This design comes from an exercise in tuning for small area and a short achievable clock period on the open sky130 flow, not from production work. RTL that was checked went through simulation tests only; none was proved equivalent to the original. For runs 2 and 3, only the layout was checked, not whether the RTL still works. Power figures rest on the tool's default switching activity, not on a simulated workload.

`design/flow/config.mk`:
```
export PLATFORM = sky130hd
export DESIGN_NAME = cpu_riscv
export DESIGN_NICKNAME = cpu_riscv
export VERILOG_FILES = /design/flow/design.v
export SDC_FILE = /design/flow/constraint.sdc
export NUM_CORES = 8
export LEC_CHECK = 0
export CAP_MARGIN = 20
export CORE_MARGIN = 2
export CORE_UTILIZATION = 35
export CTS_BUF_LIST = sky130_fd_sc_hd__clkbuf_16
export CTS_CLUSTER_DIAMETER = 100
export CTS_CLUSTER_SIZE = 20
export PLACE_DENSITY = 0.5
export SETUP_SLACK_MARGIN = 5
export SLEW_MARGIN = 20
export SYNTH_HIERARCHICAL = 1
```
`design/flow/constraint.sdc`:
```
create_clock -name core_clock -period 13.0 [get_ports {clk}]
set_input_delay 2.6000 -clock core_clock [delete_from_list [all_inputs] [get_ports {clk}]]
set_output_delay 2.6000 -clock core_clock [all_outputs]
set_load 0.01 [all_outputs]
```
`design/flow/design.v`:
```
`timescale 1ns / 1ps
module program_counter (
    input  wire        clk,
    input  wire        reset,
    input  wire [31:0] pc_next,
    output reg  [31:0] pc_current
);
always @(posedge clk or posedge reset) begin
    if (reset)
        pc_current <= 32'b0;
    else
        pc_current <= pc_next;
end
endmodule
`timescale 1ns / 1ps
module alu (
    input  wire [31:0] a,
    input  wire [31:0] rs2,
    input  wire [31:0] imm,
    input  wire        use_rs2,
    input  wire        sub,
    input  wire        shift_left,
    input  wire        shift_arith,
    output wire [31:0] sum,
    output wire [31:0] p,       
    output wire [31:0] g,       
    output wire [31:0] sh_r,    
    output wire        lt,
    output wire        ltu,
    output wire        eq       
);
wire [31:0] b_eff;
wire        b31;
wire [4:0]  shamt;
alu_operand operand (
    .rs2(rs2), .imm(imm), .use_rs2(use_rs2), .sub(sub),
    .b31(b31), .shamt(shamt), .b_eff(b_eff)
);
vec_xor pgen (.a(a), .b(b_eff), .y(p));
vec_and ggen (.a(a), .b(b_eff), .y(g));
wire [32:0] c;
prefix_carry carry (.g(g), .p(p), .cin(sub), .c(c));
vec_xor sgen (.a(p), .b(c[31:0]), .y(sum));
assign ltu = ~c[32];
assign lt  = (a[31] ^ b31) ? a[31] : ~c[32];
and_reduce32 eq_reduce (.a(p), .y(eq));
shifter sh (
    .a(a), .amount(shamt), .left(shift_left), .arith(shift_arith),
    .y(sh_r)
);
endmodule
module alu_operand (
    input  wire [31:0] rs2,
    input  wire [31:0] imm,
    input  wire        use_rs2,
    input  wire        sub,
    output wire        b31,
    output wire [4:0]  shamt,
    output wire [31:0] b_eff
);
wire [31:0] t;
alu_operand_t tgen (.imm(imm), .use_rs2(use_rs2), .sub(sub), .t(t));
and_xor32     mix  (.a(rs2), .en(use_rs2), .t(t), .y(b_eff));
assign b31   = use_rs2 ? rs2[31]  : imm[31];
assign shamt = use_rs2 ? rs2[4:0] : imm[4:0];
endmodule
module alu_operand_t (
    input  wire [31:0] imm,
    input  wire        use_rs2,
    input  wire        sub,
    output wire [31:0] t
);
assign t = use_rs2 ? {32{sub}} : (imm ^ {32{sub}});
endmodule
module and_xor32 (
    input  wire [31:0] a,
    input  wire        en,
    input  wire [31:0] t,
    output wire [31:0] y
);
assign y = (a & {32{en}}) ^ t;
endmodule
module vec_xor (
    input  wire [31:0] a,
    input  wire [31:0] b,
    output wire [31:0] y
);
assign y = a ^ b;
endmodule
module vec_and (
    input  wire [31:0] a,
    input  wire [31:0] b,
    output wire [31:0] y
);
assign y = a & b;
endmodule
module and_reduce32 (
    input  wire [31:0] a,
    output wire        y
);
assign y = &a;
endmodule
module prefix_carry (
    input  wire [31:0] g,
    input  wire [31:0] p,
    input  wire        cin,
    output wire [32:0] c
);
wire [31:0] gg [0:5];
wire [31:0] pp [0:5];
assign gg[0] = {g[31:1], g[0] | (p[0] & cin)};
assign pp[0] = p;
genvar l, i;
generate
    for (l = 1; l <= 5; l = l + 1) begin : lvl
        for (i = 0; i < 32; i = i + 1) begin : n
            if (i >= (1 << (l - 1))) begin
                assign gg[l][i] = gg[l-1][i] | (pp[l-1][i] & gg[l-1][i - (1 << (l - 1))]);
                assign pp[l][i] = pp[l-1][i] & pp[l-1][i - (1 << (l - 1))];
            end else begin
                assign gg[l][i] = gg[l-1][i];
                assign pp[l][i] = pp[l-1][i];
            end
        end
    end
endgenerate
assign c = {gg[5], cin};
endmodule
module shifter (
    input  wire [31:0] a,
    input  wire [4:0]  amount,
    input  wire        left,
    input  wire        arith,
    output wire [31:0] y
);
wire [31:0] a_rev;
genvar i;
generate
    for (i = 0; i < 32; i = i + 1) begin : rev
        assign a_rev[i] = a[31 - i];
    end
endgenerate
wire [31:0] sh_in   = left ? a_rev : a;
wire        sh_fill = arith & a[31];
wire [63:0] sh_wide = {{32{sh_fill}}, sh_in} >> amount;
assign y = sh_wide[31:0];
endmodule
`timescale 1ns / 1ps
module branch_unit (
    input  wire [2:0]  funct3,
    input  wire        eq,     
    input  wire        lt,     
    input  wire        ltu,    
    output wire        branch_taken
);
assign branch_taken = funct3[2] ? ((funct3[1] ? ltu : lt) ^ funct3[0])
                                : (~funct3[1] & (eq ^ funct3[0]));
endmodule
`timescale 1ns / 1ps
module immediate_generator (
    input  wire [31:0] instr,
    input  wire        is_jal,
    input  wire        is_auipc,
    output wire [31:0] imm_pc
);
wire [31:0] imm_b = {{20{instr[31]}}, instr[7], instr[30:25], instr[11:8], 1'b0};
wire [31:0] imm_j = {{12{instr[31]}}, instr[19:12], instr[20], instr[30:21], 1'b0};
wire [31:0] imm_u = {instr[31:12], 12'b0};
assign imm_pc = is_jal ? imm_j : (is_auipc ? imm_u : imm_b);
endmodule
`timescale 1ns / 1ps
module register_bank (
    input  wire        clk,
    input  wire        reset,
    input  wire        write_enable,
    input  wire [4:0]  rs1,
    input  wire [4:0]  rs2,
    input  wire [4:0]  rd,
    input  wire [31:0] write_data,
    output wire [31:0] rs1_data,
    output wire [31:0] rs2_data,
    input  wire [4:0]  debug_address,
    output wire [31:0] debug_data
);
reg  [31:0] pend_data;
reg  [4:0]  pend_rd;
reg         pend_valid;
always @(posedge clk) begin
    pend_data <= write_data;
    pend_rd   <= rd;
end
always @(posedge clk or posedge reset)
    if (reset)
        pend_valid <= 1'b0;
    else
        pend_valid <= write_enable;
reg  [31:0] data  [1:31];
reg  [31:1] valid;
wire [31:1] wsel;      
wire [31:1] nsel;      
wire [32*31-1:0] flat;
genvar g;
generate
    for (g = 1; g < 32; g = g + 1) begin : w
        assign wsel[g] = pend_valid & (pend_rd == g);
        assign nsel[g] = write_enable & (rd == g);
        always @(posedge clk)
            if (wsel[g])
                data[g] <= pend_data;
        always @(posedge clk or posedge reset)
            if (reset)
                valid[g] <= 1'b0;
            else if (wsel[g] | nsel[g])
                valid[g] <= ~nsel[g];
        assign flat[32*(g-1) +: 32] = data[g];
    end
endgenerate
read_port port1  (.address(rs1),           .valid(valid), .data(flat),
                  .pend_valid(pend_valid), .pend_rd(pend_rd), .pend_data(pend_data), .q(rs1_data));
read_port port2  (.address(rs2),           .valid(valid), .data(flat),
                  .pend_valid(pend_valid), .pend_rd(pend_rd), .pend_data(pend_data), .q(rs2_data));
read_port port_d (.address(debug_address), .valid(valid), .data(flat),
                  .pend_valid(pend_valid), .pend_rd(pend_rd), .pend_data(pend_data), .q(debug_data));
endmodule
module read_port (
    input  wire [4:0]        address,
    input  wire [31:1]       valid,
    input  wire [32*31-1:0]  data,
    input  wire              pend_valid,
    input  wire [4:0]        pend_rd,
    input  wire [31:0]       pend_data,
    output wire [31:0]       q
);
wire        hit = pend_valid & (address == pend_rd);
wire [31:1] sel;
genvar g, b;
generate
    for (g = 1; g < 32; g = g + 1) begin : dec
        assign sel[g] = valid[g] & (address == g);
    end
    for (b = 0; b < 32; b = b + 1) begin : bits
        wire [30:0] column;
        for (g = 1; g < 32; g = g + 1) begin : col
            assign column[g-1] = data[32*(g-1) + b];
        end
        onehot_mux31 m (.sel(sel), .d(column), .sel_x(hit), .d_x(pend_data[b]), .q(q[b]));
    end
endgenerate
endmodule
module onehot_mux32 (
    input  wire [31:0] sel,
    input  wire [31:0] d,
    output wire        q
);
wire [3:0] grp;
wire [1:0] n;
onehot_or8 g0 (.sel(sel[7:0]),   .d(d[7:0]),   .q(grp[0]));
onehot_or8 g1 (.sel(sel[15:8]),  .d(d[15:8]),  .q(grp[1]));
onehot_or8 g2 (.sel(sel[23:16]), .d(d[23:16]), .q(grp[2]));
onehot_or8 g3 (.sel(sel[31:24]), .d(d[31:24]), .q(grp[3]));
nor2_cell  n0 (.a(grp[0]), .b(grp[1]), .y(n[0]));
nor2_cell  n1 (.a(grp[2]), .b(grp[3]), .y(n[1]));
nand2_cell n2 (.a(n[0]), .b(n[1]), .y(q));
endmodule
module onehot_mux31 (
    input  wire [30:0] sel,
    input  wire [30:0] d,
    input  wire        sel_x,     
    input  wire        d_x,
    output wire        q
);
wire [3:0] grp;
wire [1:0] n;
wire       nx;
onehot_or8 g0 (.sel(sel[7:0]),   .d(d[7:0]),   .q(grp[0]));
onehot_or8 g1 (.sel(sel[15:8]),  .d(d[15:8]),  .q(grp[1]));
onehot_or8 g2 (.sel(sel[23:16]), .d(d[23:16]), .q(grp[2]));
onehot_or7 g3 (.sel(sel[30:24]), .d(d[30:24]), .q(grp[3]));
nor2_cell  n0 (.a(grp[0]), .b(grp[1]), .y(n[0]));
nor2_cell  n1 (.a(grp[2]), .b(grp[3]), .y(n[1]));
nand2_cell x0 (.a(sel_x), .b(d_x), .y(nx));
nand3_cell n2 (.a(n[0]), .b(n[1]), .c(nx), .y(q));
endmodule
module onehot_or8 (
    input  wire [7:0] sel,
    input  wire [7:0] d,
    output wire       q
);
assign q = |(sel & d);
endmodule
module onehot_or7 (
    input  wire [6:0] sel,
    input  wire [6:0] d,
    output wire       q
);
assign q = |(sel & d);
endmodule
module nor2_cell (input wire a, b, output wire y);
assign y = ~(a | b);
endmodule
module nand2_cell (input wire a, b, output wire y);
assign y = ~(a & b);
endmodule
module nand3_cell (input wire a, b, c, output wire y);
assign y = ~(a & b & c);
endmodule
`timescale 1ns / 1ps
module data_memory (
    input  wire        clk,
    input  wire        store,
    input  wire [2:0]  funct3,
    input  wire [31:0] base,
    input  wire [11:0] offset,
    input  wire [31:0] store_data,
    output wire [31:0] word,        
    output wire [1:0]  addr_lo,     
    output wire        aligned      
);
wire [31:0] off = {{20{offset[11]}}, offset};
assign addr_lo = base[1:0] + off[1:0];
wire [1:0] size = funct3[1:0];
assign aligned = (size == 2'b00) |
               ((size == 2'b01) & ~addr_lo[0]) |
               ((size == 2'b10) & (addr_lo == 2'b00));
wire [31:0] word_sel;
genvar g;
dmem_decode decode (
    .base(base),
    .off(off),
    .word_sel(word_sel)
);
wire [6:0] addr = {5'b0, addr_lo};
wire [3:0] lane_en;
assign lane_en[0] = (size == 2'b10) | ((size == 2'b01) & ~addr[1]) | ((size == 2'b00) & (addr[1:0] == 2'd0));
assign lane_en[1] = (size == 2'b10) | ((size == 2'b01) & ~addr[1]) | ((size == 2'b00) & (addr[1:0] == 2'd1));
assign lane_en[2] = (size == 2'b10) | ((size == 2'b01) &  addr[1]) | ((size == 2'b00) & (addr[1:0] == 2'd2));
assign lane_en[3] = (size == 2'b10) | ((size == 2'b01) &  addr[1]) | ((size == 2'b00) & (addr[1:0] == 2'd3));
wire [31:0] wdata;
assign wdata[7:0]   = store_data[7:0];
assign wdata[15:8]  = (size == 2'b00) ? store_data[7:0] : store_data[15:8];
assign wdata[23:16] = size[1] ? store_data[23:16] : store_data[7:0];
assign wdata[31:24] = size[1] ? store_data[31:24] : (size[0] ? store_data[15:8] : store_data[7:0]);
wire do_store = store & aligned;
reg [31:0] mem [0:31];
generate
    for (g = 0; g < 32; g = g + 1) begin : wr
        genvar l;
        for (l = 0; l < 4; l = l + 1) begin : lane
            always @(posedge clk)
                if (do_store & word_sel[g] & lane_en[l])
                    mem[g][8*l +: 8] <= wdata[8*l +: 8];
        end
    end
endgenerate
generate
    for (g = 0; g < 32; g = g + 1) begin : rd
        wire [31:0] column;
        genvar k;
        for (k = 0; k < 32; k = k + 1) begin : col
            assign column[k] = mem[k][g];
        end
        onehot_mux32 m (.sel(word_sel), .d(column), .q(word[g]));
    end
endgenerate
endmodule
module dmem_decode (
    input  wire [31:0] base,
    input  wire [31:0] off,
    output wire [31:0] word_sel
);
wire [31:0] p;
wire [6:0]  g;
wire [30:0] o;
vec_xor          pgen (.a(base), .b(off), .y(p));
vec_and7         ggen (.a(base[6:0]), .b(off[6:0]), .y(g));
vec_or31         ogen (.a(base[30:0]), .b(off[30:0]), .y(o));
dmem_match       match (.p(p), .g(g), .o(o), .word_sel(word_sel));
endmodule
module vec_and7 (
    input  wire [6:0] a,
    input  wire [6:0] b,
    output wire [6:0] y
);
assign y = a & b;
endmodule
module vec_or31 (
    input  wire [30:0] a,
    input  wire [30:0] b,
    output wire [30:0] y
);
assign y = a | b;
endmodule
module dmem_match (
    input  wire [31:0] p,
    input  wire [6:0]  g,
    input  wire [30:0] o,
    output wire [31:0] word_sel
);
wire c2 = g[1] | (p[1] & g[0]);
wire c3 = g[2] | (p[2] & c2);
wire c4 = g[3] | (p[3] & c3);
wire c5 = g[4] | (p[4] & c4);
wire c6 = g[5] | (p[5] & c5);
wire c7 = g[6] | (p[6] & c6);
wire [31:7] z;
assign z[7] = ~(p[7] ^ c7);
genvar i;
generate
    for (i = 8; i < 32; i = i + 1) begin : hz
        assign z[i] = ~(p[i] ^ o[i-1]);
    end
endgenerate
wire in_range = &z;
wire [1:0] m2;
assign m2[1] = p[2] ^ c2;
assign m2[0] = ~m2[1];
wire [3:0] m3, m4, m5, m6;
assign m3[0] = ~(p[3] ^ o[2]);  assign m3[1] = ~(p[3] ^ g[2]);
assign m3[2] =  (p[3] ^ o[2]);  assign m3[3] =  (p[3] ^ g[2]);
assign m4[0] = ~(p[4] ^ o[3]);  assign m4[1] = ~(p[4] ^ g[3]);
assign m4[2] =  (p[4] ^ o[3]);  assign m4[3] =  (p[4] ^ g[3]);
assign m5[0] = ~(p[5] ^ o[4]);  assign m5[1] = ~(p[5] ^ g[4]);
assign m5[2] =  (p[5] ^ o[4]);  assign m5[3] =  (p[5] ^ g[4]);
assign m6[0] = ~(p[6] ^ o[5]);  assign m6[1] = ~(p[6] ^ g[5]);
assign m6[2] =  (p[6] ^ o[5]);  assign m6[3] =  (p[6] ^ g[5]);
genvar w;
generate
    for (w = 0; w < 32; w = w + 1) begin : sel
        wire hit = m2[w & 1] & m3[(w >> 0) & 3] & m4[(w >> 1) & 3] &
                   m5[(w >> 2) & 3] & m6[(w >> 3) & 3];
        if (w == 0)
            assign word_sel[w] = hit | ~in_range;
        else
            assign word_sel[w] = hit & in_range;
    end
endgenerate
endmodule
`timescale 1ns / 1ps
module control_unit (
    input  wire [31:0] instr,
    output wire is_op,
    output wire is_opi,
    output wire is_load,
    output wire is_store,
    output wire is_br,
    output wire is_jal,
    output wire is_jalr,
    output wire is_lui,
    output wire is_auipc,
    output wire sel_sum,
    output wire sel_p,       
    output wire sel_g,       
    output wire sel_shr,     
    output wire sel_shl,     
    output wire sel_slt,
    output wire sel_sltu,
    output wire alu_sub,
    output wire use_rs2,
    output wire shift_left,
    output wire shift_arith,
    output wire reg_write
);
wire [6:0] opcode = instr[6:0];
wire [2:0] f3     = instr[14:12];
wire [6:0] f7     = instr[31:25];
assign is_op    = opcode == 7'b0110011;
assign is_opi   = opcode == 7'b0010011;
assign is_load  = opcode == 7'b0000011;
assign is_store = opcode == 7'b0100011;
assign is_br    = opcode == 7'b1100011;
assign is_jal   = opcode == 7'b1101111;
assign is_jalr  = opcode == 7'b1100111;
assign is_lui   = opcode == 7'b0110111;
assign is_auipc = opcode == 7'b0010111;
wire f7z = f7 == 7'b0000000;
wire f7s = f7 == 7'b0100000;
wire rz  = is_op & f7z;    
wire ri  = rz | is_opi;
wire op_sll  = ri & (f3 == 3'b001);
wire op_slt  = ri & (f3 == 3'b010);
wire op_sltu = ri & (f3 == 3'b011);
wire op_xor  = ri & (f3 == 3'b100);
wire op_srl  = (rz | (is_opi & ~instr[30])) & (f3 == 3'b101);
wire op_sra  = ((is_op & f7s) | (is_opi & instr[30])) & (f3 == 3'b101);
wire op_or   = ri & (f3 == 3'b110);
wire op_and  = ri & (f3 == 3'b111);
wire op_sub  = is_op & f7s & (f3 == 3'b000);
assign sel_sum  = (is_op | is_opi) &
                  ~(op_sll | op_slt | op_sltu | op_xor | op_srl | op_sra | op_or | op_and);
assign sel_p    = op_xor | op_or;
assign sel_g    = op_and | op_or;
assign sel_shr  = op_srl | op_sra;
assign sel_shl  = op_sll;
assign sel_slt  = op_slt;
assign sel_sltu = op_sltu;
assign alu_sub     = op_sub | op_slt | op_sltu | is_br;
assign use_rs2     = is_op | is_br;
assign shift_left  = op_sll;
assign shift_arith = op_sra;
assign reg_write = (is_op | is_opi | is_load | is_jal | is_jalr | is_lui | is_auipc)
                   & (instr[11:7] != 5'd0);
endmodule
`timescale 1ns / 1ps
module cpu_riscv (
    input  wire        clk,
    input  wire        reset,
    output wire [31:0] instr_addr,
    input  wire [31:0] instr_data,
    input  wire [4:0]  register_data_debug_address,
    output wire [31:0] register_data_debug
);
wire [31:0] instr = instr_data;
wire [31:0] pc;
wire [31:0] pc_next;
program_counter pc_reg (
    .clk(clk),
    .reset(reset),
    .pc_next(pc_next),
    .pc_current(pc)
);
assign instr_addr = pc;
wire is_op, is_opi, is_load, is_store, is_br, is_jal, is_jalr, is_lui, is_auipc;
wire sel_sum, sel_p, sel_g, sel_shr, sel_shl, sel_slt, sel_sltu;
wire alu_sub, use_rs2, shift_left, shift_arith;
wire reg_write;
control_unit ctrl (
    .instr(instr),
    .is_op(is_op), .is_opi(is_opi), .is_load(is_load), .is_store(is_store),
    .is_br(is_br), .is_jal(is_jal), .is_jalr(is_jalr), .is_lui(is_lui), .is_auipc(is_auipc),
    .sel_sum(sel_sum), .sel_p(sel_p), .sel_g(sel_g), .sel_shr(sel_shr), .sel_shl(sel_shl),
    .sel_slt(sel_slt), .sel_sltu(sel_sltu),
    .alu_sub(alu_sub), .use_rs2(use_rs2), .shift_left(shift_left), .shift_arith(shift_arith),
    .reg_write(reg_write)
);
wire [31:0] imm_i = {{20{instr[31]}}, instr[31:20]};
wire [31:0] imm_s = {{20{instr[31]}}, instr[31:25], instr[11:7]};
wire [31:0] imm_u = {instr[31:12], 12'b0};
wire [31:0] pc_imm;
immediate_generator imm_gen (
    .instr(instr),
    .is_jal(is_jal),
    .is_auipc(is_auipc),
    .imm_pc(pc_imm)
);
wire [31:0] rs1_data, rs2_data, wb_data;
register_bank regs (
    .clk(clk),
    .reset(reset),
    .write_enable(reg_write),
    .rs1(instr[19:15]),
    .rs2(instr[24:20]),
    .rd(instr[11:7]),
    .write_data(wb_data),
    .rs1_data(rs1_data),
    .rs2_data(rs2_data),
    .debug_address(register_data_debug_address),
    .debug_data(register_data_debug)
);
wire [31:0] alu_sum, alu_p, alu_g, alu_sh;
wire        alu_lt, alu_ltu, alu_eq;
alu alu_core (
    .a(rs1_data), .rs2(rs2_data), .imm(imm_i), .use_rs2(use_rs2), .sub(alu_sub),
    .shift_left(shift_left), .shift_arith(shift_arith),
    .sum(alu_sum), .p(alu_p), .g(alu_g), .sh_r(alu_sh),
    .lt(alu_lt), .ltu(alu_ltu), .eq(alu_eq)
);
wire branch_taken;
branch_unit brancher (
    .funct3(instr[14:12]),
    .eq(alu_eq),
    .lt(alu_lt),
    .ltu(alu_ltu),
    .branch_taken(branch_taken)
);
wire [31:0] mem_word;
wire [1:0]  mem_addr_lo;
wire        mem_aligned;
data_memory dmem (
    .clk(clk),
    .store(is_store),
    .funct3(instr[14:12]),
    .base(rs1_data),
    .offset(is_store ? imm_s[11:0] : imm_i[11:0]),
    .store_data(rs2_data),
    .word(mem_word),
    .addr_lo(mem_addr_lo),
    .aligned(mem_aligned)
);
wire [31:0] pc_plus_4 = {pc[31:2] + 30'd1, pc[1:0]};
wire [31:0] pc_target = pc + pc_imm;
assign pc_next =
    is_jalr                          ? {alu_sum[31:1], 1'b0} :
    (is_jal | (is_br & branch_taken)) ? pc_target :
                                       pc_plus_4;
wire l0, l1, l2, l3, h0, h1, w0, s7, s15, s23, s31, e8, e16;
load_select lsel (
    .is_load(is_load), .funct3(instr[14:12]), .addr_lo(mem_addr_lo), .aligned(mem_aligned),
    .l0(l0), .l1(l1), .l2(l2), .l3(l3), .h0(h0), .h1(h1), .w0(w0),
    .s7(s7), .s15(s15), .s23(s23), .s31(s31), .e8(e8), .e16(e16)
);
write_back wb (
    .sel_sum(sel_sum), .sel_p(sel_p), .sel_g(sel_g), .sel_shr(sel_shr), .sel_shl(sel_shl),
    .sel_slt(sel_slt), .sel_sltu(sel_sltu),
    .is_link(is_jal | is_jalr),
    .is_lui(is_lui),
    .is_auipc(is_auipc),
    .l0(l0), .l1(l1), .l2(l2), .l3(l3), .h0(h0), .h1(h1), .w0(w0),
    .s7(s7), .s15(s15), .s23(s23), .s31(s31), .e8(e8), .e16(e16),
    .word(mem_word),
    .sum(alu_sum), .p(alu_p), .g(alu_g), .sh(alu_sh), .lt(alu_lt), .ltu(alu_ltu),
    .pc_plus_4(pc_plus_4),
    .imm_u(imm_u),
    .pc_target(pc_target),
    .wb_data(wb_data)
);
endmodule
module load_select (
    input  wire        is_load,
    input  wire [2:0]  funct3,
    input  wire [1:0]  addr_lo,
    input  wire        aligned,
    output wire        l0, l1, l2, l3,       
    output wire        h0, h1,               
    output wire        w0,                   
    output wire        s7, s15, s23, s31,    
    output wire        e8, e16               
);
wire ld   = is_load & aligned;     
wire sb   = funct3[1:0] == 2'b00;
wire sh16 = funct3[1:0] == 2'b01;
wire sw   = funct3[1:0] == 2'b10;
wire sx   = ~funct3[2];
assign l0 = ld & (addr_lo == 2'd0);
assign l1 = ld & (addr_lo == 2'd1);
assign l2 = ld & (addr_lo == 2'd2);
assign l3 = ld & (addr_lo == 2'd3);
assign h0 = ld & (sw | (sh16 & ~addr_lo[1]));
assign h1 = ld & sh16 & addr_lo[1];
assign w0 = ld & sw;
assign s7  = sb & (addr_lo == 2'd0);
assign s15 = (sb & (addr_lo == 2'd1)) | (sh16 & ~addr_lo[1]);
assign s23 = sb & (addr_lo == 2'd2);
assign s31 = (sb & (addr_lo == 2'd3)) | (sh16 & addr_lo[1]);
assign e8  = ld & sb & sx;
assign e16 = ld & (sb | sh16) & sx;
endmodule
module write_back (
    input  wire        sel_sum,
    input  wire        sel_p,
    input  wire        sel_g,
    input  wire        sel_shr,
    input  wire        sel_shl,
    input  wire        sel_slt,
    input  wire        sel_sltu,
    input  wire        is_link,
    input  wire        is_lui,
    input  wire        is_auipc,
    input  wire        l0, l1, l2, l3, h0, h1, w0,
    input  wire        s7, s15, s23, s31, e8, e16,
    input  wire [31:0] word,
    input  wire [31:0] sum,
    input  wire [31:0] p,
    input  wire [31:0] g,
    input  wire [31:0] sh,
    input  wire        lt,
    input  wire        ltu,
    input  wire [31:0] pc_plus_4,
    input  wire [31:0] imm_u,
    input  wire [31:0] pc_target,
    output wire [31:0] wb_data
);
wire [31:0] sh_rev;
genvar i;
generate
    for (i = 0; i < 32; i = i + 1) begin : rev
        assign sh_rev[i] = sh[31 - i];
    end
endgenerate
wire [31:0] other =
    ({32{sel_sum}}  & sum)       |
    ({32{sel_p}}    & p)         |
    ({32{sel_g}}    & g)         |
    ({32{sel_shr}}  & sh)        |
    ({32{sel_shl}}  & sh_rev)    |
    {31'b0, (sel_slt & lt) | (sel_sltu & ltu)} |
    ({32{is_link}}  & pc_plus_4) |
    ({32{is_lui}}   & imm_u)     |
    ({32{is_auipc}} & pc_target);
wire sign = (s7 & word[7]) | (s15 & word[15]) | (s23 & word[23]) | (s31 & word[31]);
assign wb_data[7:0]   = other[7:0] |
                        ({8{l0}} & word[7:0])   | ({8{l1}} & word[15:8]) |
                        ({8{l2}} & word[23:16]) | ({8{l3}} & word[31:24]);
assign wb_data[15:8]  = other[15:8] |
                        ({8{h0}} & word[15:8]) | ({8{h1}} & word[31:24]) | {8{e8 & sign}};
assign wb_data[31:16] = other[31:16] |
                        ({16{w0}} & word[31:16]) | {16{e16 & sign}};
endmodule
```
`design/flow/run.sh`:
```
#!/bin/bash
# synth_recipe.tcl (not shown) runs the flow's synth.tcl, then flattens the netlist and writes it again
# the make line also repeats each setting of config.mk as NAME=value (left out here)
make -C /OpenROAD-flow-scripts/flow DESIGN_CONFIG=/design/flow/config.mk WORK_HOME=/design/flow/orfs CLKGATE_MAP_FILE= SYNTH_SCRIPT=/design/flow/synth_recipe.tcl finish
```
==> impl_results.md, run 1 <==
- Run status: no timing/DRC/antenna violations
- Starting DRC count in detailed routing: roughly 14k
- Critical Path Most Common Cell: sky130_fd_sc_hd__buf_4
- Number of cell instances on the worst register-to-register path: 23
- Max_cap viols: 0
- Final TNS setup: 0 ns
- Crit path arrival time: 8.82 ns
- Netlist area before placement: approximately 0.1 mm2
- Wire length reported by the detailed router: 457000 um
- Overall Global Routing Usage: 0.301
- Type of the worst setup path: in -> reg
- Period utilisation layout: 0.627
- Die height: 539 um
- Via-to-Cell Ratio: ~6.8
- Row count: between 150 and 200
- Global-route wire length before repair: 621000 um
- Switching power share of the total: 0.267
- Library cell used as clock root buffer: sky130_fd_sc_hd__clkbuf_16
- Slew at the pin closest to its max-slew limit: around 1.2 ns
- Worst path buffer plus inverter count: 7
- Cell Area, Placed: roughly 0.11 mm2
- Maximum resistive drop on vdd: 0.0000888 V
- Launch instance of the worst min-delay path: regs.valid[27]
- Leakage power total: roughly 38 nW
- Number of cells on the worst hold path: 1
- Initial Util: 0.351
- Number of synthesis warnings: 12
- Die ar.: 0.290 mm2
- Capture endpoint of the worst hold path: regs.valid[27]
- Length of the first detailed-routing pass in iterations: 10
- Skew final: a little over 0.07 ns
- Fin. max-slew vios: 0
- Maximum fanout encountered on the critical timing path: 36
- Antenna Nets Post-Route: 0
- Routed length per placed instance: 39.2 um
- Delay of the slowest cell on the worst path: roughly 0.46 ns
- H-tree Lvls: 4
- Post-Layout Cell Count: 11.7k
- Number of setup violations in the final report: 0
- Total grt overflow: 0
- Part of the total power dissipated in the clock network: 0.319
- Worst setup timing slack at the placement stage: 1.63 ns
- Placed cell count: 11.3k
- Clock latency (worst-skew pair): 0.88 ns
- PortBufs: ~100
- TritonCTS Buffers: 138
- Reg2Reg Setup Slack: roughly 6.6 ns
- Share of power burned in registers: 0.554
- Part of the power in combinational logic: 0.127
- Reg clk slew, reported paths: 0.09 ns
- Worst reg2reg endpoint: regs.pend_data[1]
- Total power after layout: 13.8 mW
- Net total in the final layout: 7915
- Pin count of the biggest net entering global routing: just under 90
- Worst rel slew slack: 0.203
- Finished layout cell area: 0.116 mm2
- Number of fill cells: 26.3k
- Gate family responsible for the most delay along the worst path: simple AND/OR/NAND/NOR gates
- Number of endpoints with negative hold slack in the final report: 0
- Post-route worst setup slack: 4.85 ns
- CP max-delay cell: sky130_fd_sc_hd__and3_2
- Critical path launch point type: input port
- Layout cell share with drive strength beyond 1: 0.189
- Detailed-route via count: 79.9k
- Maximum operating frequency: 123 MHz
- Count of mapped cells out of synthesis: 7255
- Top-level port count: 103
- RD Place Congestion: 1.01
- Required @ worst endpoint: 13.67 ns
- Worst Hold Class: reg -> reg
- Remaining routing DRC violations: 0
- Hold-fix buffer count after cts: 0
- Area of the core: 0.285 mm2
- Syn-to-layout area delta: 15.8%
- Launch instance of the worst register-to-register path: regs.valid[16]
- Sw Pwr: 3.67 mW
- Die boundary width: 539 um
- Time the final worst path needs with I/O delays and setup: 8.15 ns
- Cell internal power dissipation: between 10 and 15 mW
- Setup repair after global routing missed its margin: yes
- Power density over cell area: about 120 mW/mm2
- Largest buffer count on any clock path: 4
- Initial antenna violation count: 27
- Via count of the first global-routing pass: 75.1k
- Detail Placement HPWL: between 200000 and 300000 um
- Mean post-synth cell area: 13.8 um2
- CTS tree: built
- Clock Sink Count: 2117
- Worst Setup End Kind: flop
[sequential cells by signal, indices dropped and copies added, names as in the netlist]
name               cells
dmem.mem            1024
regs.data            992
pc_reg.pc_current     32
regs.pend_data        32
regs.valid            31
regs.pend_rd           5
regs.pend_valid        1
[what timing repair did]
item                       4_1_cts  5_1_grt
pin swaps                       75      118
cloned                          19        9
setup endpoints to repair     1120      630
gates resized for setup        492      183
setup buffers                   78       49
[worst max-delay path by stage]
stage	start	end	slack, ns	depth (start not counted)
after floorplan	instr_data[20]	pc_reg.pc_current[13]	5.01	26
after global placement	instr_data[18]	regs.pend_data[31]	1.71	23
after detailed placement	instr_data[22]	pc_reg.pc_current[28]	1.63	28
after CTS	instr_data[23]	pc_reg.pc_current[30]	5.00	28
after global routing	instr_data[22]	pc_reg.pc_current[30]	4.84	30
final	instr_data[19]	regs.pend_data[1]	4.85	26
[per-stage QoR]
stage	utilization	hold WS (ns)
after floorplan	-	0.480
after global placement	0.379	0.550
after global routing	0.407	0.615
after CTS	0.402	0.577
after detailed placement	0.380	0.541
final	0.407	0.596
[layout make-up]
type | instances | area [um2] | area share
repair buffers | 569 | 4960 | 0.0428
flip-flops and latches | 2117 | 62900 | 0.542
multi-input cells | 4984 | 39300 | 0.339
diodes | 15 | 37.5 | 0.000324
clock buffers | 140 | 3500 | 0.0302
clock inverters | 48 | 388 | 0.00335
well taps | 3762 | 4710 | 0.0406
inverters | 31 | 116 | 0.00100
[power by group through the flow]
stage | Sequential [mW] | Clock [mW] | Combinational, mW
finish | 7.62 | 4.39 | 1.74
global route | 7.63 | 4.66 | 1.80
CTS | 7.62 | 4.45 | 1.67
detailed placement | 7.77 | 0 | 1.61
global placement | 7.77 | 0 | 1.60
floorplan | 7.75 | 0 | 0.883
[layer usage]
layer / track usage / vias up / wire length (um)
met3: 0.0858 / 1402 / 52500
met5: 0.000329 / - / 302
met2: 0.461 / 5917 / 201000
met4: 0.188 / 21 / 35600
met1: 0.375 / 40463 / 168000
li1: - / 32100 / -
[placed cells by master, fill, tap and decap left out, types with 73 or more instances in the layout]
cell type / count
sky130_fd_sc_hd__a21oi_1: 73
sky130_fd_sc_hd__a222oi_1: 115
sky130_fd_sc_hd__a22oi_1: 1886
sky130_fd_sc_hd__buf_4: 413
sky130_fd_sc_hd__clkbuf_16: 141
sky130_fd_sc_hd__edfxtp_1: 2016
sky130_fd_sc_hd__nand2_1: 290
sky130_fd_sc_hd__nand3_1: 184
sky130_fd_sc_hd__nand4_1: 474
sky130_fd_sc_hd__nor2_1: 167
sky130_fd_sc_hd__nor2_2: 77
sky130_fd_sc_hd__nor2_4: 126
sky130_fd_sc_hd__nor3b_2: 125
sky130_fd_sc_hd__xnor2_1: 122
sky130_fd_sc_hd__xor2_1: 120
==> run 2: changes to the inputs <==
--- a/design/flow/design.v
+++ b/design/flow/design.v
@@ -29,2 +29,3 @@
     output wire        ltu,
+    output wire        cout,    
     output wire        eq       
@@ -43,2 +44,3 @@
 vec_xor sgen (.a(p), .b(c[31:0]), .y(sum));
+assign cout = c[32];
 assign ltu = ~c[32];
@@ -72,3 +74,5 @@
 );
-assign t = use_rs2 ? {32{sub}} : (imm ^ {32{sub}});
+wire [11:0] lo = use_rs2 ? {12{sub}} : (imm[11:0] ^ {12{sub}});
+wire        hi = use_rs2 ? sub : (imm[11] ^ sub);
+assign t = {{20{hi}}, lo};
 endmodule
@@ -142,6 +146,9 @@
 endgenerate
-wire [31:0] sh_in   = left ? a_rev : a;
-wire        sh_fill = arith & a[31];
-wire [63:0] sh_wide = {{32{sh_fill}}, sh_in} >> amount;
-assign y = sh_wide[31:0];
+wire        fill = arith & a[31];
+wire [31:0] s0 = left ? a_rev : a;
+wire [31:0] s1 = amount[0] ? {fill,       s0[31:1]}  : s0;
+wire [31:0] s2 = amount[1] ? {{2{fill}},  s1[31:2]}  : s1;
+wire [31:0] s3 = amount[2] ? {{4{fill}},  s2[31:4]}  : s2;
+wire [31:0] s4 = amount[3] ? {{8{fill}},  s3[31:8]}  : s3;
+assign      y  = amount[4] ? {{16{fill}}, s4[31:16]} : s4;
 endmodule
@@ -150,9 +157,39 @@
     input  wire [2:0]  funct3,
+    input  wire        is_br,
+    input  wire        is_jal,
     input  wire        eq,     
-    input  wire        lt,     
-    input  wire        ltu,    
-    output wire        branch_taken
+    input  wire        a31,    
+    input  wire        b31,    
+    output wire        taken1,
+    output wire        taken0
+);
+wire sd = a31 ^ b31;
+wire lt1 = sd & a31;
+wire lt0 = ~sd | a31;
+wire c_eq  = ~funct3[1] & (eq ^ funct3[0]);
+wire c1 = funct3[2] ? ((funct3[1] ? 1'b0 : lt1) ^ funct3[0]) : c_eq;
+wire c0 = funct3[2] ? ((funct3[1] ? 1'b1 : lt0) ^ funct3[0]) : c_eq;
+assign taken1 = is_jal | (is_br & c1);
+assign taken0 = is_jal | (is_br & c0);
+endmodule
+module pc_candidates (
+    input  wire        taken1,
+    input  wire        taken0,
+    input  wire [31:0] pc_target,
+    input  wire [31:0] pc_plus_4,
+    output wire [31:0] next1,
+    output wire [31:0] next0
+);
+assign next1 = taken1 ? pc_target : pc_plus_4;
+assign next0 = taken0 ? pc_target : pc_plus_4;
+endmodule
+module pc_select (
+    input  wire        is_jalr,
+    input  wire        cout,
+    input  wire [31:0] sum,
+    input  wire [31:0] next1,
+    input  wire [31:0] next0,
+    output wire [31:0] pc_next
 );
-assign branch_taken = funct3[2] ? ((funct3[1] ? ltu : lt) ^ funct3[0])
-                                : (~funct3[1] & (eq ^ funct3[0]));
+assign pc_next = is_jalr ? {sum[31:1], 1'b0} : (cout ? next1 : next0);
 endmodule
@@ -249,17 +286,2 @@
 endmodule
-module onehot_mux32 (
-    input  wire [31:0] sel,
-    input  wire [31:0] d,
-    output wire        q
-);
-wire [3:0] grp;
-wire [1:0] n;
-onehot_or8 g0 (.sel(sel[7:0]),   .d(d[7:0]),   .q(grp[0]));
-onehot_or8 g1 (.sel(sel[15:8]),  .d(d[15:8]),  .q(grp[1]));
-onehot_or8 g2 (.sel(sel[23:16]), .d(d[23:16]), .q(grp[2]));
-onehot_or8 g3 (.sel(sel[31:24]), .d(d[31:24]), .q(grp[3]));
-nor2_cell  n0 (.a(grp[0]), .b(grp[1]), .y(n[0]));
-nor2_cell  n1 (.a(grp[2]), .b(grp[3]), .y(n[1]));
-nand2_cell n2 (.a(n[0]), .b(n[1]), .y(q));
-endmodule
 module onehot_mux31 (
@@ -324,2 +346,4 @@
                ((size == 2'b10) & (addr_lo == 2'b00));
+wire [31:0] hit;
+wire        in_range;
 wire [31:0] word_sel;
@@ -329,2 +353,4 @@
     .off(off),
+    .hit(hit),
+    .in_range(in_range),
     .word_sel(word_sel)
@@ -361,3 +387,3 @@
         end
-        onehot_mux32 m (.sel(word_sel), .d(column), .q(word[g]));
+        dmem_mux32 m (.sel(hit), .d(column), .in_range(in_range), .q(word[g]));
     end
@@ -368,2 +394,4 @@
     input  wire [31:0] off,
+    output wire [31:0] hit,
+    output wire        in_range,
     output wire [31:0] word_sel
@@ -376,3 +404,3 @@
 vec_or31         ogen (.a(base[30:0]), .b(off[30:0]), .y(o));
-dmem_match       match (.p(p), .g(g), .o(o), .word_sel(word_sel));
+dmem_match       match (.p(p), .g(g), .o(o), .hit(hit), .in_range(in_range), .word_sel(word_sel));
 endmodule
@@ -396,2 +424,4 @@
     input  wire [30:0] o,
+    output wire [31:0] hit,
+    output wire        in_range,
     output wire [31:0] word_sel
@@ -412,3 +442,3 @@
 endgenerate
-wire in_range = &z;
+assign in_range = &z;
 wire [1:0] m2;
@@ -428,8 +458,8 @@
     for (w = 0; w < 32; w = w + 1) begin : sel
-        wire hit = m2[w & 1] & m3[(w >> 0) & 3] & m4[(w >> 1) & 3] &
-                   m5[(w >> 2) & 3] & m6[(w >> 3) & 3];
+        assign hit[w] = m2[w & 1] & m3[(w >> 0) & 3] & m4[(w >> 1) & 3] &
+                        m5[(w >> 2) & 3] & m6[(w >> 3) & 3];
         if (w == 0)
-            assign word_sel[w] = hit | ~in_range;
+            assign word_sel[w] = hit[w] | ~in_range;
         else
-            assign word_sel[w] = hit & in_range;
+            assign word_sel[w] = hit[w] & in_range;
     end
@@ -437,2 +467,26 @@
 endmodule
+module dmem_mux32 (
+    input  wire [31:0] sel,
+    input  wire [31:0] d,
+    input  wire        in_range,
+    output wire        q
+);
+wire [3:0] grp;
+wire [1:0] n;
+wire       x;
+onehot_or8 g0 (.sel(sel[7:0]),   .d(d[7:0]),   .q(grp[0]));
+onehot_or8 g1 (.sel(sel[15:8]),  .d(d[15:8]),  .q(grp[1]));
+onehot_or8 g2 (.sel(sel[23:16]), .d(d[23:16]), .q(grp[2]));
+onehot_or8 g3 (.sel(sel[31:24]), .d(d[31:24]), .q(grp[3]));
+oai21_cell n0 (.a1(grp[0]), .a2(grp[1]), .b(in_range), .y(n[0]));
+oai21_cell n1 (.a1(grp[2]), .a2(grp[3]), .b(in_range), .y(n[1]));
+nand2b_cell x0 (.a_n(in_range), .b(d[0]), .y(x));
+nand3_cell n2 (.a(n[0]), .b(n[1]), .c(x), .y(q));
+endmodule
+module oai21_cell (input wire a1, a2, b, output wire y);
+assign y = ~((a1 | a2) & b);
+endmodule
+module nand2b_cell (input wire a_n, b, output wire y);
+assign y = ~(~a_n & b);
+endmodule
 `timescale 1ns / 1ps
@@ -559,3 +613,3 @@
 wire [31:0] alu_sum, alu_p, alu_g, alu_sh;
-wire        alu_lt, alu_ltu, alu_eq;
+wire        alu_lt, alu_ltu, alu_cout, alu_eq;
 alu alu_core (
@@ -564,11 +618,14 @@
     .sum(alu_sum), .p(alu_p), .g(alu_g), .sh_r(alu_sh),
-    .lt(alu_lt), .ltu(alu_ltu), .eq(alu_eq)
+    .lt(alu_lt), .ltu(alu_ltu), .cout(alu_cout), .eq(alu_eq)
 );
-wire branch_taken;
+wire taken1, taken0;
 branch_unit brancher (
     .funct3(instr[14:12]),
+    .is_br(is_br),
+    .is_jal(is_jal),
     .eq(alu_eq),
-    .lt(alu_lt),
-    .ltu(alu_ltu),
-    .branch_taken(branch_taken)
+    .a31(rs1_data[31]),
+    .b31(rs2_data[31]),
+    .taken1(taken1),
+    .taken0(taken0)
 );
@@ -590,6 +647,13 @@
 wire [31:0] pc_target = pc + pc_imm;
-assign pc_next =
-    is_jalr                          ? {alu_sum[31:1], 1'b0} :
-    (is_jal | (is_br & branch_taken)) ? pc_target :
-                                       pc_plus_4;
+wire [31:0] next1, next0;
+pc_candidates pc_cand (
+    .taken1(taken1), .taken0(taken0),
+    .pc_target(pc_target), .pc_plus_4(pc_plus_4),
+    .next1(next1), .next0(next0)
+);
+pc_select pc_sel (
+    .is_jalr(is_jalr), .cout(alu_cout), .sum(alu_sum),
+    .next1(next1), .next0(next0),
+    .pc_next(pc_next)
+);
 wire l0, l1, l2, l3, h0, h1, w0, s7, s15, s23, s31, e8, e16;
==> design/flow/flow/run.sh (new file) <==
#!/bin/bash
set -euo pipefail
cd "$(dirname "$0")/.."
MARGIN=6
bash standard.sh SETUP_SLACK_MARGIN=$MARGIN finish > flow_make.log 2>&1
==> design/flow/standard.sh (new file) <==
#!/bin/bash
# synth_recipe.tcl (not shown) runs the flow's synth.tcl, then flattens the netlist and writes it again
# the make line also repeats each setting of config.mk as NAME=value (left out here)
make -C /OpenROAD-flow-scripts/flow DESIGN_CONFIG=/design/flow/config.mk WORK_HOME=/design/flow/orfs CLKGATE_MAP_FILE= SYNTH_SCRIPT=/design/flow/synth_recipe.tcl "${@:-finish}"
removed: design/flow/run.sh
==> impl_results.md, run 2 <==
- Run status: no timing/DRC/antenna violations
- Length of the first detailed-routing pass in iterations: 13
- Max_cap viols: 0
- Fin. max-slew vios: 0
- CP max-delay cell: sky130_fd_sc_hd__nand4_1
- Cell Area, Placed: around 0.11 mm2
- RD Place Congestion: around 0.99
- Top-level port count: slightly above 100
- Maximum resistive drop on vdd: approximately 0.00011 V
- Number of fill cells: 25.7k
- Initial antenna violation count: 25
- Number of endpoints with negative hold slack in the final report: 0
- Met2 Usage GRT: 0.505
- Net total in the final layout: 8601
- Power density over cell area: between 100 and 150 mW/mm2
- Area of the core: 0.288 mm2
- Global-route wire length before repair: slightly below 700000 um
- Worst Setup End Kind: primary output
- Overall Global Routing Usage: 0.331
- Largest buffer count on any clock path: 4
- Hold-fix buffer count after cts: 0
- Global routing met3 resource utilization: 0.105
- Number of flip-flops in the largest register: 1024
- Top library cells by usage in the layout, fill and taps aside: 2016 x sky130_fd_sc_hd__edfxtp_1, 1740 x sky130_fd_sc_hd__a22oi_1, 648 x sky130_fd_sc_hd__buf_4
- Count of mapped cells out of synthesis: 7406
- Row count: 197
- Largest regs: dmem.mem: 1024 flops, regs.data: 992 flops
- Routing usage on met1: 0.398
- Reg clk slew, reported paths: 0.09 ns
- Number of synthesis warnings: 12
- Detailed-route via count: about 86k
- Die boundary width: 543 um
- Pin count of the biggest net entering global routing: 65
- Die ar.: 0.295 mm2
- Maximum operating frequency: between 100 and 150 MHz
- TritonCTS Buffers: about 140
- Type of the worst setup path: in -> out
- PortBufs: 102
- Time the final worst path needs with I/O delays and setup: 7.53 ns
- Library cell used as clock root buffer: sky130_fd_sc_hd__clkbuf_16
- Remaining routing DRC violations: 0
- Setup repair after global routing missed its margin: yes
- Required @ worst endpoint: about 10 ns
- Most common cell after layout, fill and taps aside: sky130_fd_sc_hd__edfxtp_1
- H-tree Lvls: 4
- Routed length per placed instance: just over 40 um
- Final TNS setup: 0 ns
- Layout cell share with drive strength beyond 1: 0.296
- Via-to-Cell Ratio: ~7
- Detail Placement HPWL: 298000 um
- Mean post-synth cell area: 13.7 um2
- Number of setup violations in the final report: 0
- Finished layout cell area: between 0.1 and 0.15 mm2
- Multi-input gate area: 0.0442 mm2
- Clock Sink Count: roughly 2.1k
- Antenna Nets Post-Route: 0
- Wire length reported by the detailed router: 512000 um
- Critical path launch point type: input port
- Total power after layout: 14.8 mW
- Placed cell count: 11.4k
- Register containing the most flip-flops in the final layout: dmem.mem
- Syn-to-layout area delta: 26.4%
- Starting DRC count in detailed routing: 15.8k
- Delay of the slowest cell on the worst path: 0.42 ns
- Netlist area before placement: 0.102 mm2
- Sequential cell area in the final layout: around 0.063 mm2
- Initial Util: 0.352
- Leakage power total: 44.2 nW
- Skew final: 0.0647 ns
- Critical path, cell by cell: buf_12 -> nor2b_4 -> and2b_4 -> and3_4 -> buf_12 -> buf_16 -> buf_6 -> a22oi_2 -> nand4_1 -> nor2_4 -> nand3_2 -> buf_6
- Slew at the pin closest to its max-slew limit: approximately 1.3 ns
- Layer with the highest usage after global routing: met2
- Die height: 543 um
- Smallest hold slack: roughly 0.63 ns
- Post-Layout Cell Count: 12.4k
- Total grt overflow: 0
- Period utilisation layout: 0.579
- Worst rel slew slack: 0.105
- Maximum fanout encountered on the critical timing path: 7
- Via count of the first global-routing pass: 80.5k
- Crit path arrival time: just under 5 ns
- CTS tree: built
- Clock latency (worst-skew pair): roughly 0.9 ns
- Worst Hold Class: reg -> reg
run 2: worst max-delay path, delay by kind of cell:
family | cells | cell delay, ns
and+or+nand+nor | 6 | 1.54
AOI/OAI and AO/OA | 1 | 0.13
buffers and inverters | 5 | 0.65
run 2: cell type report:
type | instances | share of cell area
Sequential cell | 2117 | 0.489
Multi-Input combinational cell | 5112 | 0.344
Timing Repair Buffer | 1094 | 0.0963
Tap cell | 3781 | 0.0368
Clock buffer | 141 | 0.0275
Clock inverter | 54 | 0.00319
Inverter | 66 | 0.00242
Antenna cell | 18 | 0.000351
run 2: metrics by stage:
stage,worst slack (ns),utilization
floorplan,5.44,-
global placement,2.20,0.378
detailed placement,2.24,0.378
CTS,5.66,0.431
global route,5.55,0.445
finish,5.47,0.445
run 2: worst paths after layout:
check | slack, ns | startpoint | end | cells past startpoint
max | 5.47 | register_data_debug_address[0] | register_data_debug[31] | 12
min | 0.63 | regs.valid[27] | regs.valid[27] | 1
max reg2reg | 7.28 | regs.pend_rd[1] | regs.pend_data[2] | 22
min reg2reg | 0.63 | regs.valid[27] | regs.valid[27] | 1
max in group asynchronous | 10.15 | reset | pc_reg.pc_current[15] | 3
min in group asynchronous | 2.35 | reset | regs.valid[26] | 3
run 2: power by group:
group          switching (mW)  leakage, nW  internal [mW]
clock network            2.44         2.03           2.01
logic                    1.69         22.2          0.982
registers               0.146         19.9           7.51
total                    4.28         44.2           10.5
run 2: repair_timing:
action,4_1_cts,5_1_grt
buffers inserted,474,198
gates resized for setup,1410,390
gates cloned,87,14
pin swaps,393,357
endpoints found under the setup margin,1134,1100
run 2: per-layer routing:
layer,part of all wire,vias up,wire [um]
met5,0.00025,-,128
met4,0.089,16,45400
met3,0.12,1935,63000
met2,0.43,7085,222000
met1,0.35,43445,181000
li1,-,33810,-
==> run 3: changes to the inputs <==
--- a/design/flow/design.v
+++ b/design/flow/design.v
@@ -428,8 +428,8 @@
 );
-wire c2 = g[1] | (p[1] & g[0]);
-wire c3 = g[2] | (p[2] & c2);
-wire c4 = g[3] | (p[3] & c3);
-wire c5 = g[4] | (p[4] & c4);
-wire c6 = g[5] | (p[5] & c5);
-wire c7 = g[6] | (p[6] & c6);
+wire c2 = g[1] | (o[1] & g[0]);
+wire c3 = g[2] | (o[2] & c2);
+wire c4 = g[3] | (o[3] & c3);
+wire c5 = g[4] | (o[4] & c4);
+wire c6 = g[5] | (o[5] & c5);
+wire c7 = g[6] | (o[6] & c6);
 wire [31:7] z;
==> design/flow/run.sh (new file) <==
#!/bin/bash
# synth_recipe.tcl (not shown) runs the flow's synth.tcl, then flattens the netlist and writes it again
# the make line also repeats each setting of config.mk as NAME=value (left out here)
make -C /OpenROAD-flow-scripts/flow DESIGN_CONFIG=/design/flow/config.mk WORK_HOME=/design/flow/orfs CLKGATE_MAP_FILE= SYNTH_SCRIPT=/design/flow/synth_recipe.tcl finish
--- a/design/flow/config.mk
+++ b/design/flow/config.mk
@@ -13,3 +13,3 @@
 export CTS_CLUSTER_SIZE = 20
-export PLACE_DENSITY = 0.5
+export PLACE_DENSITY = 0.62
 export SETUP_SLACK_MARGIN = 5
removed: design/flow/flow/run.sh
removed: design/flow/standard.sh
==> impl_results.md, run 3 <==
- Run status: no timing/DRC/antenna violations
- Detail Placement HPWL: approximately 280000 um
- Detailed-route via count: 81.6k
- Maximum fanout encountered on the critical timing path: 32
- Crit path arrival time: roughly 5.5 ns
- Cell internal power dissipation: 10.0 mW
- Number of endpoints with negative hold slack in the final report: 0
- Power density over cell area: about 120 mW/mm2
- Number of flip-flops in the largest register: 1024
- Type of the worst setup path: in -> out
- Initial Util: 0.352
- Worst Hold Class: reg -> reg
- Library cell used as clock root buffer: sky130_fd_sc_hd__clkbuf_16
- Area of the core: ~0.29 mm2
- Worst setup timing slack at the placement stage: around 1.9 ns
- Reg clk slew, reported paths: 0.09 ns
- Reg2Reg Setup Slack: 7.13 ns
- Share of power burned in registers: 0.548
- Final TNS setup: 0 ns
- Launch instance of the worst register-to-register path: regs.valid[19]
- Syn-to-layout area delta: 14.0%
- Launch instance of the worst min-delay path: regs.valid[20]
- Register containing the most flip-flops in the final layout: dmem.mem
- Most common cell after layout, fill and taps aside: sky130_fd_sc_hd__edfxtp_1
- Starting DRC count in detailed routing: 16.4k
- Number of cells on the worst hold path: 1
- Worst rel slew slack: 0.115
- Hold-fix buffer count after cts: 0
- Period utilisation layout: 0.626
- CP startpoint: register_data_debug_address[0]
- Fin. max-slew vios: 0
- Part of the total power dissipated in the clock network: 0.287
- Number of fill cells: 26.4k
- Overall Global Routing Usage: 0.283
- Antenna Nets Post-Route: 0
- Total power after layout: between 10 and 15 mW
- Mean post-synth cell area: 13.7 um2
- Remaining routing DRC violations: 0
- Required @ worst endpoint: 10.40 ns
- Top library cells by usage in the layout, fill and taps aside: 2016 x sky130_fd_sc_hd__edfxtp_1, 1878 x sky130_fd_sc_hd__a22oi_1, 476 x sky130_fd_sc_hd__nand4_1
- Leakage power total: 37.6 nW
- Largest buffer count on any clock path: 3
- H-tree Lvls: 3
- Count of mapped cells out of synthesis: around 7.4k
- Pin count of the biggest net entering global routing: approximately 130
- Global-route wire length before repair: 595000 um
- Layout cell share with drive strength beyond 1: 0.167
- Setup repair after global routing missed its margin: yes
- Maximum resistive drop on vdd: about 0.00013 V
- Worst reg2reg endpoint: pc_reg.pc_current[31]
- Die boundary width: 542 um
- Number of setup violations in the final report: 0
- RD Place Congestion: 1.01
- Part of the power in combinational logic: 0.165
- Total grt overflow: 0
- Die ar.: 0.294 mm2
- Worst Setup End Kind: primary output
- Routed length per placed instance: 37.2 um
- Critical path launch point type: input port
- Skew final: 0.0737 ns
- Number of synthesis warnings: 12
- Largest regs: dmem.mem: 1024 flops, regs.data: 992 flops
- Net total in the final layout: 7890
- Post-route worst setup slack: approximately 5 ns
- Length of the first detailed-routing pass in iterations: 16
- TritonCTS Buffers: between 100 and 150
- Netlist area before placement: about 0.10 mm2
- Die height: approximately 540 um
- Time the final worst path needs with I/O delays and setup: just over 8 ns
- Slew at the pin closest to its max-slew limit: roughly 1.3 ns
- Wire length reported by the detailed router: around 430000 um
- Clock Sink Count: 2117
- Clock latency (worst-skew pair): 0.85 ns
- CTS tree: built
- Initial antenna violation count: 16
- Capture endpoint of the worst hold path: regs.valid[20]
- Max_cap viols: 0
- Number of cell instances on the worst register-to-register path: 19
- Via-to-Cell Ratio: approximately 7
- Maximum operating frequency: 123 MHz
- PortBufs: 102
- Sw Pwr: 3.91 mW
- Row count: about 200
- Top-level port count: 103
- Switching power share of the total: 0.281
- Via count of the first global-routing pass: around 75k
run 3: cell types whose count changed in the layout (fill, tap and decap cells not counted), moves of 75 or more:
| cell | change |
|---|---|
| sky130_fd_sc_hd__a22oi_1 | +138 |
| sky130_fd_sc_hd__nor3b_4 | -75 |
| sky130_fd_sc_hd__and3_1 | +90 |
| sky130_fd_sc_hd__buf_4 | -345 |
| sky130_fd_sc_hd__nor3b_2 | +82 |
| sky130_fd_sc_hd__buf_12 | -183 |
| sky130_fd_sc_hd__a22oi_2 | -138 |
| sky130_fd_sc_hd__and3_4 | -116 |
run 3: how the worst max path moves through the flow:
stage,endpoint,depth (start not counted),slack [ns]
3_5_place_dp,regs.pend_data[30],21,1.91
2_1_floorplan,regs.pend_data[21],20,5.19
5_1_grt,register_data_debug[24],10,4.96
6_report,register_data_debug[24],10,4.87
3_3_place_gp,regs.pend_data[26],21,2.00
4_1_cts,regs.pend_data[12],23,4.97
run 3: what timing repair did:
action	CTS	global route
cloned	7	1
resized for setup	390	262
setup buffers	19	49
setup endpoints to repair	1120	1068
pin swaps	36	92
run 3: worst max-delay path, cell delays in order:
cell and delay (ns):
sky130_fd_sc_hd__clkdlybuf4s15_2 0.32, sky130_fd_sc_hd__and2_4 0.24, sky130_fd_sc_hd__and2b_1 0.24, sky130_fd_sc_hd__and3_1 0.23, sky130_fd_sc_hd__buf_6 0.21, sky130_fd_sc_hd__a22oi_1 0.27
sky130_fd_sc_hd__nand4_1 0.46, sky130_fd_sc_hd__nor2_4 0.33, sky130_fd_sc_hd__nand3_1 0.21, sky130_fd_sc_hd__dlygate4sd2_1 0.35
run 3: final cells by class:
class / instances / area [um2] / area share
flip-flops and latches: 2117 / 62900 / 0.545
multi-input cells: 5059 / 39900 / 0.345
well taps: 3781 / 4730 / 0.0410
repair buffers: 482 / 4310 / 0.0373
clock buffers: 121 / 3030 / 0.0262
clock inverters: 68 / 439 / 0.00380
inverters: 36 / 139 / 0.00120
diodes: 6 / 15.0 / 0.000130
repair inverters: 1 / 5.00 / 0.0000434
run 3: power groups by stage:
stage / registers, mW / clock network (mW) / logic, mW
detailed placement: 7.78 / 0 / 2.13
global route: 7.64 / 4.25 / 2.38
global placement: 7.78 / 0 / 2.12
CTS: 7.63 / 4.02 / 2.19
floorplan: 7.77 / 0 / 1.25
finish: 7.63 / 4.00 / 2.30
run 3: stage by stage:
stage	cell area, um2	hold WS, ns	util	std cells
after detailed placement	109000	0.517	0.377	11400
after global routing	115000	0.572	0.401	11665
after global placement	108000	0.518	0.377	11396
after CTS	114000	0.536	0.395	11615
after floorplan	101000	0.480	-	7374
final	115000	0.553	0.401	11671
run 3: metal layers:
layer | track usage | vias up | part of all wire
met2 | 0.427 | 6904 | 0.43
met5 | 0 | - | 0.00023
met1 | 0.357 | 40999 | 0.35
met3 | 0.0941 | 1460 | 0.14
li1 | - | 32237 | -
met4 | 0.154 | 12 | 0.071
==> run 4: changes to the inputs <==
--- a/design/flow/design.v
+++ b/design/flow/design.v
@@ -148,7 +148,25 @@
 wire [31:0] s0 = left ? a_rev : a;
-wire [31:0] s1 = amount[0] ? {fill,       s0[31:1]}  : s0;
-wire [31:0] s2 = amount[1] ? {{2{fill}},  s1[31:2]}  : s1;
-wire [31:0] s3 = amount[2] ? {{4{fill}},  s2[31:4]}  : s2;
-wire [31:0] s4 = amount[3] ? {{8{fill}},  s3[31:8]}  : s3;
-assign      y  = amount[4] ? {{16{fill}}, s4[31:16]} : s4;
+wire [34:0] e0 = {{3{fill}}, s0};
+reg  [31:0] s1, s2;
+integer k;
+always @(*) begin
+    for (k = 0; k < 32; k = k + 1)
+        case (amount[1:0])
+            2'd0:    s1[k] = e0[k];
+            2'd1:    s1[k] = e0[k+1];
+            2'd2:    s1[k] = e0[k+2];
+            default: s1[k] = e0[k+3];
+        endcase
+end
+wire [43:0] e1 = {{12{fill}}, s1};
+always @(*) begin
+    for (k = 0; k < 32; k = k + 1)
+        case (amount[3:2])
+            2'd0:    s2[k] = e1[k];
+            2'd1:    s2[k] = e1[k+4];
+            2'd2:    s2[k] = e1[k+8];
+            default: s2[k] = e1[k+12];
+        endcase
+end
+assign y = amount[4] ? {{16{fill}}, s2[31:16]} : s2;
 endmodule
@@ -174,12 +192,16 @@
 endmodule
-module pc_candidates (
-    input  wire        taken1,
-    input  wire        taken0,
-    input  wire [31:0] pc_target,
-    input  wire [31:0] pc_plus_4,
-    output wire [31:0] next1,
-    output wire [31:0] next0
-);
-assign next1 = taken1 ? pc_target : pc_plus_4;
-assign next0 = taken0 ? pc_target : pc_plus_4;
+module pc_choice (
+    input  wire is_jalr,
+    input  wire cout,
+    input  wire taken1,
+    input  wire taken0,
+    output wire take,
+    output wire step
+);
+wire t1 = ~is_jalr & taken1;
+wire t0 = ~is_jalr & taken0;
+wire s1 = ~is_jalr & ~taken1;
+wire s0 = ~is_jalr & ~taken0;
+assign take = cout ? t1 : t0;
+assign step = cout ? s1 : s0;
 endmodule
@@ -187,9 +209,12 @@
     input  wire        is_jalr,
-    input  wire        cout,
+    input  wire        take,
+    input  wire        step,
     input  wire [31:0] sum,
-    input  wire [31:0] next1,
-    input  wire [31:0] next0,
+    input  wire [31:0] pc_target,
+    input  wire [31:0] pc_plus_4,
     output wire [31:0] pc_next
 );
-assign pc_next = is_jalr ? {sum[31:1], 1'b0} : (cout ? next1 : next0);
+assign pc_next = ({32{is_jalr}} & {sum[31:1], 1'b0}) |
+                 ({32{take}}    & pc_target)         |
+                 ({32{step}}    & pc_plus_4);
 endmodule
@@ -647,11 +672,10 @@
 wire [31:0] pc_target = pc + pc_imm;
-wire [31:0] next1, next0;
-pc_candidates pc_cand (
-    .taken1(taken1), .taken0(taken0),
-    .pc_target(pc_target), .pc_plus_4(pc_plus_4),
-    .next1(next1), .next0(next0)
+wire pc_take, pc_step;
+pc_choice pc_ch (
+    .is_jalr(is_jalr), .cout(alu_cout), .taken1(taken1), .taken0(taken0),
+    .take(pc_take), .step(pc_step)
 );
 pc_select pc_sel (
-    .is_jalr(is_jalr), .cout(alu_cout), .sum(alu_sum),
-    .next1(next1), .next0(next0),
+    .is_jalr(is_jalr), .take(pc_take), .step(pc_step), .sum(alu_sum),
+    .pc_target(pc_target), .pc_plus_4(pc_plus_4),
     .pc_next(pc_next)
--- a/design/flow/config.mk
+++ b/design/flow/config.mk
@@ -12,3 +12,3 @@
 export CTS_CLUSTER_DIAMETER = 100
-export CTS_CLUSTER_SIZE = 20
+export CTS_CLUSTER_SIZE = 25
 export PLACE_DENSITY = 0.62
==> impl_results.md, run 4 <==
- TritonCTS Buffers: 100
- Worst Setup End Kind: flop
- PortBufs: 102
- Worst Hold Class: reg -> reg
- Clock latency (worst-skew pair): 0.84 ns
- Finished layout cell area: between 0.1 and 0.15 mm2
- Max_cap viols: 0
- H-tree Lvls: 3
- Slew at the pin closest to its max-slew limit: roughly 1.2 ns
- Syn-to-layout area delta: 14.1%
- Mean post-synth cell area: 13.8 um2
- Top-level port count: 103
- Routed length per placed instance: 37.4 um
- Area of the core: 0.283 mm2
- Time the final worst path needs with I/O delays and setup: 8.13 ns
- Crit path arrival time: 8.79 ns
- Launch instance of the worst min-delay path: regs.valid[25]
- Wire length reported by the detailed router: 429000 um
- Via count of the first global-routing pass: approximately 73k
- Number of cell instances on the worst register-to-register path: 21
- Skew final: 0.0801 ns
- Library cell used as clock root buffer: sky130_fd_sc_hd__clkbuf_16
- Detail Placement HPWL: 279000 um
- Number of flip-flops in the largest register: 1024
- Final TNS setup: 0 ns
- Fraction of the core area covered by cells at the end of the flow: 0.402
- Post-Layout Cell Count: about 11k
- Netlist area before placement: roughly 0.099 mm2
- Starting DRC count in detailed routing: 15.2k
- Antenna Nets Post-Route: 0
- Placed cell count: 11.2k
- Number of endpoints with negative hold slack in the final report: 0
- Net total in the final layout: 7747
- Number of synthesis warnings: 13
- Critical path launch point type: input port
- Worst reg2reg endpoint: pc_reg.pc_current[27]
- Worst rel slew slack: 0.171
- Period utilisation layout: 0.626
- Remaining routing DRC violations: 0
- Capture endpoint of the worst hold path: regs.valid[25]
- Die ar.: 0.288 mm2
- Total power after layout: 13.3 mW
- Detailed-route via count: approximately 79k
- Layout cell share with drive strength beyond 1: 0.164
- Total grt overflow: 0
- Overall Global Routing Usage: 0.285
- Post-route worst setup slack: 4.87 ns
- Pin count of the biggest net entering global routing: 58
- Count of mapped cells out of synthesis: a little over 7k
- Clock Sink Count: 2117
- Fin. max-slew vios: 0
- Sequential cell area in the final layout: 0.0629 mm2
- Cell Area, Placed: 0.107 mm2
- Run status: no timing/DRC/antenna violations
- RD Place Congestion: 1.01
- Row count: 195
- Largest regs: dmem.mem: 1024 flops, regs.data: 992 flops
- Length of the first detailed-routing pass in iterations: 17
- Register containing the most flip-flops in the final layout: dmem.mem
- Required @ worst endpoint: around 14 ns
- Reg clk slew, reported paths: 0.09 ns
- Die height: ~540 um
- Initial antenna violation count: 17
- Via-to-Cell Ratio: 6.90
- Setup repair after global routing missed its margin: yes
- Number of setup violations in the final report: 0
- Smallest hold slack: 0.578 ns
- Largest buffer count on any clock path: 3
- Top library cells by usage in the layout, fill and taps aside: 2016 x sky130_fd_sc_hd__edfxtp_1, 1885 x sky130_fd_sc_hd__a22oi_1, 469 x sky130_fd_sc_hd__nand4_1
- Initial Util: 0.352
- CTS tree: built
- Maximum operating frequency: 123 MHz
- Global-route wire length before repair: between 500000 and 600000 um
- Die boundary width: between 500 and 600 um
- Maximum resistive drop on vdd: 0.000128 V
- Reg2Reg Setup Slack: about 7 ns
- Launch instance of the worst register-to-register path: regs.pend_rd[4]
- Leakage power total: between 30 and 40 nW
- Multi-input gate area: between 0.03 and 0.04 mm2
- Power density over cell area: between 100 and 150 mW/mm2
- Worst setup timing slack at the placement stage: around 2 ns
- Number of fill cells: roughly 26k
- Maximum fanout encountered on the critical timing path: 32
- Number of cells on the worst hold path: 1
- Most common cell after layout, fill and taps aside: sky130_fd_sc_hd__edfxtp_1
- Type of the worst setup path: in -> reg
-- run 4: final cells by class --
class / count / share of cell area
clock buffer: 100 / 0.0221
clock inverter: 45 / 0.00458
sequential: 2117 / 0.554
tap: 3743 / 0.0413
antenna: 6 / 0.000132
inverter: 66 / 0.00218
multi-input combinational: 4892 / 0.336
timing repair buffer: 497 / 0.0391
-- run 4: critical path, stage by stage --
cell	delay (ns)
sky130_fd_sc_hd__clkdlybuf4s50_1	0.47
sky130_fd_sc_hd__buf_6	0.23
sky130_fd_sc_hd__nor2b_4	0.08
sky130_fd_sc_hd__and2_1	0.20
sky130_fd_sc_hd__and3_1	0.19
sky130_fd_sc_hd__buf_4	0.30
sky130_fd_sc_hd__a22oi_1	0.25
sky130_fd_sc_hd__nand4_1	0.39
sky130_fd_sc_hd__nor2_2	0.52
sky130_fd_sc_hd__nand3_4	0.25
sky130_fd_sc_hd__xor2_1	0.42
sky130_fd_sc_hd__xor2_4	0.19
sky130_fd_sc_hd__and2b_1	0.26
sky130_fd_sc_hd__nand2_4	0.15
sky130_fd_sc_hd__nor2_2	0.12
sky130_fd_sc_hd__buf_4	0.26
sky130_fd_sc_hd__a22oi_1	0.25
sky130_fd_sc_hd__nand4_1	0.17
sky130_fd_sc_hd__o21ai_1	0.54
sky130_fd_sc_hd__nand3_1	0.36
sky130_fd_sc_hd__a221oi_1	0.36
sky130_fd_sc_hd__nand4_1	0.14
-- run 4: power by group --
group          switching, mW  internal (mW)
combinational           1.35          0.616
clock                   2.22           1.52
sequential             0.122           7.50
total                   3.69           9.63
-- run 4: how the worst max path moves through the flow --
| stage | startpoint | depth (start not counted) | slack, ns | end |
|---|---|---|---|---|
| floorplan | instr_data[15] | 20 | 5.23 | regs.pend_data[21] |
| global placement | instr_data[18] | 16 | 2.01 | dmem.mem[30][28] |
| detailed placement | instr_data[18] | 22 | 2.00 | regs.pend_data[21] |
| CTS | instr_data[17] | 24 | 5.00 | regs.pend_data[1] |
| global route | instr_data[17] | 24 | 4.97 | regs.pend_data[11] |
| finish | instr_data[19] | 22 | 4.87 | regs.pend_data[9] |
-- run 4: routing by layer --
layer	global-route usage	wire [um]	share of wire	vias to the layer above
met1	0.367	155000	0.36	39783
met3	0.0793	56200	0.13	1279
li1	-	-	-	31622
met4	0.163	31900	0.074	12
met5	0	71	0.00017	-
met2	0.429	186000	0.43	6394
-- run 4: what timing repair did --
action / CTS / global route
endpoints found under the setup margin: 1120 / 1062
buffers inserted: 9 / 57
pin swaps: 31 / 94
resized for setup: 451 / 224
cloned: 1 / 2
hold buffers: 0 / 0

-- separate check: timing with driven ports --
No port has a modelled driver above. Below, the same layouts with a new extraction and two added sets of constraints. Step 1 (the two cells are an assumption about what drives the block):
set clk [get_ports {clk}]
set_driving_cell -lib_cell sky130_fd_sc_hd__clkbuf_16 $clk
set_driving_cell -lib_cell sky130_fd_sc_hd__buf_2 [delete_from_list [all_inputs] $clk]
Step 2 also shifts input and output timing later by t, the mid clock arrival at the registers, as if the neighbouring blocks saw the same clock. Slacks: ideal ports / drivers / drivers and shift; pairs: ideal ports / drivers.
| run | shift t [ns] | setup slack, ns | worst setup path at the end |
|---|---|---|---|
| run 1 | 0.951 | 4.851 / 4.844 / 3.983 | input to register |
| run 2 | 0.986 | 5.472 / 5.344 / 4.781 | input to register |
| run 3 | 0.912 | 4.868 / 4.821 / 4.063 | input to register |
| run 4 | 0.879 | 4.866 / 4.836 / 4.046 | input to register |
After both steps setup and hold are still met in every run listed. For run 1, which loses most, drivers alone change the setup slack by -0.007 ns; drivers and shift together by -0.868 ns.
